Background: an optimization exercise with open tools, aiming at small area. Do not read the settings as production practice.
Where RTL was checked, it was by simulation tests only, not by an equivalence proof against the original.
The flow treats the clock pin as an ideal source, which a real chip does not have.
No activity file was given, so power comes from the tool's default toggle rates.

==> flow/design.v <==
module crt(
	input clk,
	input reset,
	input cs,
	input we,
	input [3:0] addr,
	input [15:0] data_in,
	output [15:0] data_out,
	output irq,
	output vs,
	output hs,
	output ven,
	output [2:0] clksel,
	output [31:0] pixaddr
);
reg [15:0] hb, hv, hf, he, vb, vv, vf, ve;
reg [15:0] fl, fh, sl, sh, ic, ir, cr;
reg [15:0] col, row;
reg [31:0] pa;
reg field;
reg irq_r;
wire wr = cs & we;
wire [15:0] d0 = data_in & {16{~reset}};	 
wire [15:0] d1 = data_in | {16{reset}};		 
function [15:0] pick;
	input [15:0] rv;
	begin
		pick = (d1 & rv) | (d0 & ~rv);
	end
endfunction
wire [15:0] wsel;
genvar k;
generate for (k = 0; k < 16; k = k + 1) begin : dec
	assign wsel[k] = reset | (wr & (addr == k));
end endgenerate
always @(posedge clk) begin
	if (wsel[4'h0]) hb <= pick(16'd44);
	if (wsel[4'h1]) hv <= pick(16'd192);
	if (wsel[4'h2]) hf <= pick(16'd2112);
	if (wsel[4'h3]) he <= pick(16'd2199);
	if (wsel[4'h4]) vb <= pick(16'd5);
	if (wsel[4'h5]) vv <= pick(16'd41);
	if (wsel[4'h6]) vf <= pick(16'd581);
	if (wsel[4'h7]) ve <= pick(16'd584);
	if (wsel[4'h8]) fl <= pick(16'h0000);
	if (wsel[4'h9]) fh <= pick(16'h0001);
	if (wsel[4'hA]) sl <= pick(16'h0080);
	if (wsel[4'hB]) sh <= pick(16'h0000);
	if (wsel[4'hC]) ic <= pick(16'd0);
	if (wsel[4'hD]) ir <= pick(16'd0);
	if (wsel[4'hF]) cr <= pick(16'h0002);
end
reg [15:0] rd;
always @(*) begin
	case (addr)
	4'h0: rd = hb;
	4'h1: rd = hv;
	4'h2: rd = hf;
	4'h3: rd = he;
	4'h4: rd = vb;
	4'h5: rd = vv;
	4'h6: rd = vf;
	4'h7: rd = ve;
	4'h8: rd = fl;
	4'h9: rd = fh;
	4'hA: rd = sl;
	4'hB: rd = sh;
	4'hC: rd = ic;
	4'hD: rd = ir;
	4'hE: rd = 16'h0000;
	default: rd = cr;
	endcase
end
assign data_out = rd;
wire interlaced = cr[1];
function lt16;	 
	input [15:0] a, b;
	integer i;
	reg c;
	begin
		c = 1'b0;
		for (i = 0; i < 16; i = i + 1)
			c = (~a[i] & b[i]) | (~(a[i] ^ b[i]) & c);
		lt16 = c;
	end
endfunction
wire col_lt_hb = lt16(col, hb);
wire col_lt_hv = lt16(col, hv);
wire col_lt_hf = lt16(col, hf);
wire row_lt_vb = lt16(row, vb);
wire row_lt_vv = lt16(row, vv);
wire row_lt_vf = lt16(row, vf);
wire col_0 = ~|col;
wire row_0 = ~|row;
wire col_hf = (col == hf);
wire col_he = (col == he);
wire col_he2 = (col == {1'b0, he[15:1]});
wire col_ic = (col == ic);
wire row_vf = (row == vf);
wire row_ve = (row == ve);
wire row_ir = (row == ir);
wire in_hvideo = ~col_lt_hv & col_lt_hf;
wire in_vvideo = ~row_lt_vv & row_lt_vf;
wire in_video = in_hvideo & in_vvideo;
wire in_hend = col_he | (interlaced & row_ve & col_he2);
wire in_vend = row_ve & (interlaced ? col_he2 : col_he);
wire restart = (row_0 & col_0) | (row_vf & col_hf);
wire ld = reset | restart;
wire sf = ld & field;
wire rowinc = in_hend & in_vvideo;
wire [31:0] xa = ld ? {fh, fl} : pa;
wire ysel = ld ? field : rowinc;
wire [31:0] ya = {32{ysel}} & {sh, sl};
wire [31:0] wa = {{16{sf}}, {16{sf}} & he};
wire [15:0] na = {16{sf}} & ~hv;
wire ci = sf | (~ld & ~rowinc & in_video);
wire [31:0] s1 = xa ^ ya ^ wa;
wire [32:0] c1 = {(xa & ya) | (xa & wa) | (ya & wa), ci};
wire [31:0] n2 = {16'd0, na};
wire [31:0] s2 = s1 ^ c1[31:0] ^ n2;
wire [32:0] c2 = {(s1 & c1[31:0]) | (s1 & n2) | (c1[31:0] & n2), 1'b0};
function [31:0] bk_add;
	input [31:0] a, b;
	reg [31:0] g, p, G, P;
	reg [31:0] gn, pn;
	integer i, d;
	begin
		g = a & b;
		p = a ^ b;
		G = g;
		P = p;
		for (d = 1; d < 32; d = d * 2)
			for (i = 2 * d - 1; i < 32; i = i + 2 * d) begin
				G[i] = G[i] | (P[i] & G[i - d]);
				P[i] = P[i] & P[i - d];
			end
		for (d = 8; d >= 1; d = d / 2)
			for (i = 3 * d - 1; i < 32; i = i + 2 * d) begin
				G[i] = G[i] | (P[i] & G[i - d]);
				P[i] = P[i] & P[i - d];
			end
		bk_add = p ^ {G[30:0], 1'b0};
	end
endfunction
wire [31:0] pa_next = bk_add(s2, c2[31:0]);
always @(posedge clk) begin
	pa <= pa_next;
	field <= reset ? 1'b0 : in_vend ? (interlaced & ~field) : field;
	row <= (reset | in_vend) ? 16'd0 : row + {15'd0, in_hend};
	col <= (reset | in_hend) ? 16'd0 : col + 16'd1;
	irq_r <= ~reset & ~(wr & (addr == 4'hE)) & (irq_r | (cr[15] & row_ir & col_ic));
end
assign hs = col_lt_hb ^ cr[14];
assign vs = row_lt_vb ^ cr[13];
assign ven = in_video & ~cr[0];
assign clksel = cr[7:5];
assign pixaddr = pa;
assign irq = irq_r;
endmodule
Settings: LEC_CHECK=0, CAP_MARGIN=20, CORE_MARGIN=2, CORE_UTILIZATION=50, CTS_BUF_LIST=sky130_fd_sc_hd__clkbuf_8, CTS_CLUSTER_DIAMETER=50, CTS_CLUSTER_SIZE=20, SLEW_MARGIN=20; clock period 7.5 ns.
run.sh (not shown) runs the stock make flow with config.mk's settings and CLKGATE_MAP_FILE= SYNTH_SCRIPT=/design/flow/synth_recipe.tcl, a recipe that flattens the netlist after the stock synthesis.
Next try:
Settings changed: CTS_BUF_LIST sky130_fd_sc_hd__clkbuf_8 to sky130_fd_sc_hd__clkbuf_16, CTS_CLUSTER_DIAMETER 50 to 80, CTS_CLUSTER_SIZE 20 to 40.
The new run completed with no timing, DRC or antenna violations.
Area after synthesis does not change.
Global-route usage decreases by 0.46 points.
First-iteration DRC count grows by 3.7%.
Register-to-register slack is better by 0.02 ns.
Power drops by 4.5%.
Wire length goes down by 0.69%.
Cell area went down by 0.97%.
Critical path depth does not change.
Maximum frequency stays flat.
Next try:
Settings changed: CORE_UTILIZATION 50 to 40, CTS_BUF_LIST sky130_fd_sc_hd__clkbuf_16 to sky130_fd_sc_hd__clkbuf_4, CTS_CLUSTER_DIAMETER 80 to default, CTS_CLUSTER_SIZE 40 to 20.
=>
- synthesized area does not change
- register-to-register slack gains 0.04 ns
- final area rose by 2.8%
- wire length rose by 1.3%
- cell count rose by 13%
- global-route usage fell by 6.8 points
- core utilization fell by 10 points
Next try:
==> flow/flow/run.sh (new file) <==
#!/bin/bash
# Standard ORFS layout (the standard.sh, unchanged synthesis) with three changes:
#  - ports are buffered with the smallest buffer (buf_1) instead of the default choice
#  - clock tree built without dummy loads
#  - clock tree buffers and clustering set below
set -euo pipefail
CTS="-sink_clustering_enable -repair_clock_nets -dont_use_dummy_load -sink_clustering_size 20 -sink_clustering_max_diameter 50 -buf_list sky130_fd_sc_hd__clkbuf_8"
bash standard.sh \
  "BUFFER_PORTS_ARGS=-buffer_cell sky130_fd_sc_hd__buf_1" \
  "CTS_ARGS=$CTS" \
  finish > flow_standard.log 2>&1
==> flow/standard.sh (new file) <==
#!/bin/bash
# synth_recipe.tcl (not shown) runs the flow's synth.tcl, then flattens the netlist and writes it again
# the make line also repeats each setting of config.mk as NAME=value (left out here)
make -C /OpenROAD-flow-scripts/flow DESIGN_CONFIG=/design/flow/config.mk WORK_HOME=/design/flow/orfs CLKGATE_MAP_FILE= SYNTH_SCRIPT=/design/flow/synth_recipe.tcl "${@:-finish}"
Settings changed: CORE_UTILIZATION 40 to 50, CTS_BUF_LIST sky130_fd_sc_hd__clkbuf_4 to default, CTS_CLUSTER_SIZE 20 to default.
removed: flow/run.sh
What happened: Non-clock buffer count is higher by 1. Total power came out lower by about 14%. Clock power fell by 34%. Worst setup slack gains 0.039 ns. Cell area falls by 6.0%. Combinational power goes down by about 10%. First-iteration DRC count went up by about 14%. Clock skew went up by 0.0083 ns. Area after synthesis does not change.

fjord:
crt, a different RTL version from the one above (not shown whole).
Size: ~1500 cells after synthesis, ~310 flip-flops, about 17000 um2 of cells after synthesis.
clock: 7.5 ns
lec_check: 0
cap_margin: 20
core_margin: 2
core_utilization: 70
slew_margin: 20
standard.sh (not shown) runs the stock make flow with config.mk's settings and CLKGATE_MAP_FILE= SYNTH_SCRIPT=/design/flow/synth_recipe.tcl, a recipe that flattens the netlist after the stock synthesis.
==> flow/flow/run.sh <==
#!/bin/bash
# Standard ORFS layout (the standard.sh, unchanged synthesis) with three changes:
#  - ports are buffered with the smallest buffer (buf_1) instead of the default choice
#  - after clock tree synthesis, cells with spare slack are downsized (recover.tcl)
#  - clock tree built without dummy loads
#  - clock tree buffers and clustering set below
set -euo pipefail
CTS="-sink_clustering_enable -repair_clock_nets -dont_use_dummy_load -sink_clustering_size 20 -sink_clustering_max_diameter 50 -buf_list sky130_fd_sc_hd__clkbuf_8"
W=$(pwd)
bash standard.sh \
  "POST_CTS_TCL=$W/flow/recover.tcl" \
  "BUFFER_PORTS_ARGS=-buffer_cell sky130_fd_sc_hd__buf_1" \
  "CTS_ARGS=$CTS" \
  finish > flow_standard.log 2>&1
==> flow/flow/recover.tcl <==
# After clock tree synthesis: downsize cells on paths that have slack to spare
# (keeping a setup margin for routing), then re-legalize the placement.
estimate_parasitics -placement
repair_timing -recover_power 100 -setup_margin 0.2 -verbose
detailed_placement
check_placement -verbose
report_design_area
report_worst_slack
diff inputs: fjord => indigo
==> flow/flow/run.sh <==
#!/bin/bash
# Standard ORFS layout (the standard.sh, unchanged synthesis) with three changes:
#  - ports are buffered with the smallest buffer (buf_1) instead of the default choice
#  - clock tree built without dummy loads
#  - clock tree buffers and clustering set below
set -euo pipefail
CTS="-sink_clustering_enable -repair_clock_nets -dont_use_dummy_load -sink_clustering_size 20 -sink_clustering_max_diameter 50 -buf_list \"sky130_fd_sc_hd__clkbuf_4 sky130_fd_sc_hd__clkbuf_8\""
bash standard.sh \
  "BUFFER_PORTS_ARGS=-buffer_cell sky130_fd_sc_hd__buf_1" \
  "CTS_ARGS=$CTS" \
  finish > flow_standard.log 2>&1
removed: flow/flow/recover.tcl
==> comparison <==
Flow for indigo halted at clock tree synthesis, error code STA-0564. For starting utilization of the core area, indigo and fjord come out practically identical. indigo -> fjord: simple-gate area share of the yosys netlist delta 0, exact match. Compared with fjord, in indigo XOR/XNOR share of the synthesized area has remained practically unchanged; average size of a mapped cell has remained practically unchanged; detailed placer's ending HPWL has remained practically unchanged; post-synthesis instance area has remained practically unchanged.
Relative to indigo, the following input files were edited for ember:
- CORE_UTILIZATION now 60, was 70
- PLACE_DENSITY now 0.85, previously not set
diff --git a/flow/flow/run.sh b/flow/flow/run.sh
--- a/flow/flow/run.sh
+++ b/flow/flow/run.sh
@@ -6,3 +6,3 @@
 set -euo pipefail
-CTS="-sink_clustering_enable -repair_clock_nets -dont_use_dummy_load -sink_clustering_size 20 -sink_clustering_max_diameter 50 -buf_list \"sky130_fd_sc_hd__clkbuf_4 sky130_fd_sc_hd__clkbuf_8\""
+CTS="-sink_clustering_enable -repair_clock_nets -dont_use_dummy_load -sink_clustering_size 20 -sink_clustering_max_diameter 50 -buf_list sky130_fd_sc_hd__clkbuf_8"
 bash standard.sh \
==> comparison <==
- Of indigo and ember, just one finished clean: ember.
- Changes observed in ember relative to indigo: area of placed instances now larger, arithmetic-cell share of the synthesized area counting full adders, half adders and majority gates comparable, effective utilization at floorplan now smaller.
- Re synthesized cell count: no difference whatsoever between ember and indigo.
- Relative to indigo, die width increased by about 8% in ember.
- indigo → ember: number of standard-cell rows in the floorplan went up 7.0%; die span in y went up 13 um.
- Summary of ember over indigo: number of cells in the design after placement climbed 60; final HPWL from detailed placement climbed about 3%; final weighted congestion in routability-driven placement climbed 0.022; post-placement worst setup slack climbed 0.12 ns.
#### Input delta (sierra over ember)
- PLACE_DENSITY: 0.85 -> unset
- CORE_UTILIZATION: 60 -> 75
Findings:
The total met2 wirelength after detailed routing was comparable across ember and sierra.
Core utilization, ember and sierra: lower on ember
Fraction of power consumed by combinational cells, ember and sierra, higher one = ember.
For juniper, these inputs were changed with respect to sierra:
- PLACE_DENSITY newly set to 0.9
- CORE_UTILIZATION changed from 75 to 70
Results
- Area share of buffers outside the clock network in juniper vs sierra: down 0.22 points
- sierra -> juniper: sequential share of layout area flat
- When juniper is measured against sierra, its met2 track demand over resource in global routing turns out 3.9 points lower.
- Count of unresolved DRC violations after routing delta (sierra -> juniper): insignificant
- juniper: non-clock buffer count is 5 lower than what sierra reported.
- juniper vs. sierra: area growth from synthesis to layout -0.32 points; full die area has increased; share of layout cells above drive strength 1 decreased by 0.40 points relative to the old numbers.

Another version of the RTL of crt (not shown whole).
For scale: about 310 flip-flops, ~79 I/O pins, roughly 17000 um2 of cells after synthesis.
clock: 7.5 ns
lec_check: 0
cap_margin: 0
core_margin: 2
core_utilization: 60
slew_margin: 0
==> flow/flow/run.sh <==
#!/bin/bash
# Standard ORFS layout (the standard.sh, unchanged synthesis) with three changes:
#  - ports are buffered with the smallest buffer (buf_1) instead of the default choice
#  - clock tree built without dummy loads
#  - clock tree buffers and clustering set below
set -euo pipefail
CTS="-sink_clustering_enable -repair_clock_nets -dont_use_dummy_load -sink_clustering_size 20 -sink_clustering_max_diameter 50 -buf_list sky130_fd_sc_hd__clkbuf_8"
bash standard.sh \
  "BUFFER_PORTS_ARGS=-buffer_cell sky130_fd_sc_hd__buf_1" \
  "CTS_ARGS=$CTS" \
  finish > flow_standard.log 2>&1
Then changed:
--- a/flow/flow/run.sh
+++ b/flow/flow/run.sh
@@ -7 +7 @@
-CTS="-sink_clustering_enable -repair_clock_nets -dont_use_dummy_load -sink_clustering_size 20 -sink_clustering_max_diameter 50 -buf_list sky130_fd_sc_hd__clkbuf_8"
+CTS="-sink_clustering_enable -repair_clock_nets -dont_use_dummy_load -sink_clustering_size 30 -sink_clustering_max_diameter 60 -buf_list sky130_fd_sc_hd__clkbuf_16"
--- a/flow/config.mk
+++ b/flow/config.mk
@@ -8 +8 @@
-export CAP_MARGIN = 0
+export CAP_MARGIN = 20
@@ -10,2 +10,2 @@
-export CORE_UTILIZATION = 60
-export SLEW_MARGIN = 0
+export CORE_UTILIZATION = 70
+export SLEW_MARGIN = 20
The new run ran to the end with no violations. Core utilization increases by 10 points. Wire length is lower by 1.7%. Via count rises by 1.6%.
No functional check of the RTL was part of any run of this note.

## lane 1
crt with an RTL version that a note above also has.
For scale: ~1,500 cells after synthesis, about 310 flip-flops, roughly 79 I/O pins.
clock: 7.5 ns
lec_check: 0
cap_margin: 20
core_margin: 2
core_utilization: 70
slew_margin: 20
==> flow/flow/run.sh <==
#!/bin/bash
# Standard ORFS layout (the standard.sh, unchanged synthesis) with three changes:
#  - ports are buffered with the smallest buffer (buf_1) instead of the default choice
#  - clock tree built without dummy loads
#  - clock tree buffers and clustering set below
set -euo pipefail
CTS="-sink_clustering_enable -repair_clock_nets -dont_use_dummy_load -sink_clustering_size 20 -sink_clustering_max_diameter 50 -buf_list {sky130_fd_sc_hd__clkbuf_4 sky130_fd_sc_hd__clkbuf_8}"
bash standard.sh \
  "BUFFER_PORTS_ARGS=-buffer_cell sky130_fd_sc_hd__buf_1" \
  "CTS_ARGS=$CTS" \
  finish > flow_standard.log 2>&1
Inputs modified between lane 1 and lane 2:
==> flow/flow/run.sh <==
#!/bin/bash
# Standard ORFS layout (the standard.sh, unchanged synthesis) with three changes:
#  - ports are buffered with the smallest buffer (buf_1) instead of the default choice
#  - clock tree built without dummy loads
#  - clock tree buffers and clustering set below
set -euo pipefail
CTS="-sink_clustering_enable -repair_clock_nets -dont_use_dummy_load -sink_clustering_size 20 -sink_clustering_max_diameter 50 -buf_list sky130_fd_sc_hd__clkbuf_8"
bash standard.sh \
  "BUFFER_PORTS_ARGS=-buffer_cell sky130_fd_sc_hd__buf_1" \
  "CTS_ARGS=$CTS" \
  finish > flow_standard.log 2>&1
Lane 2 went all the way through the flow, and no timing, DRC or antenna check failed. Worst IR drop on VDD: lane 1 vs lane 2 identical. Going from lane 1 to lane 2, total power after layout level, count of endpoints failing setup in the final report level, share of power burned in registers level, placed instance count level, number of buffers inserted to repair setup after CTS level. Lane 2 -> lane 1: wire length delta 0, exact match. Final worst slack came out exactly the same in lane 2 and lane 1.

## separate check: timing with driven ports
Ports are ideal in the flow. The routed layouts listed here were re-timed in OpenROAD. Step 1 sets driving cells, clkbuf_16 on the clock port and buf_2 on the other inputs (assumed; they add their load-dependent delay and slew). Step 2 adds t to the input delays and takes it off the output delays; t is the mean of the earliest and latest rising clock arrival at the registers after step 1. Input paths then give back, and output paths get back, about the clock's delay inside the block. Slacks: ideal / step 1 / step 2; pairs: ideal / step 1.
run	shift t [ns]	setup slack, ns	worst data-port slew with drivers (ns)
the first run of note 1	0.645	0.459 / 0.459 / 0.370	0.07
the second run of note 1	0.587	0.479 / 0.479 / 0.380	0.07
the third run of note 1	0.805	0.523 / 0.523 / 0.372	0.05
the fourth run of note 1	0.615	0.563 / 0.563 / 0.408	0.10
fjord	0.667	0.275 / 0.275 / 0.275	0.04
ember	0.636	0.423 / 0.423 / 0.423	0.04
sierra	0.591	0.411 / 0.411 / 0.411	0.04
juniper	0.659	0.459 / 0.459 / 0.459	0.04
the first run of note 3	0.592	0.398 / 0.398 / 0.398	0.05
the second run of note 3	0.570	0.369 / 0.369 / 0.369	0.06
lane 1	0.668	0.397 / 0.397 / 0.397	0.04
lane 2	0.668	0.397 / 0.397 / 0.397	0.04
After both steps setup and hold are still met in every run listed. For the fourth run of note 1, which loses most, drivers alone change the setup slack by 0.000 ns; drivers and shift together by -0.155 ns.
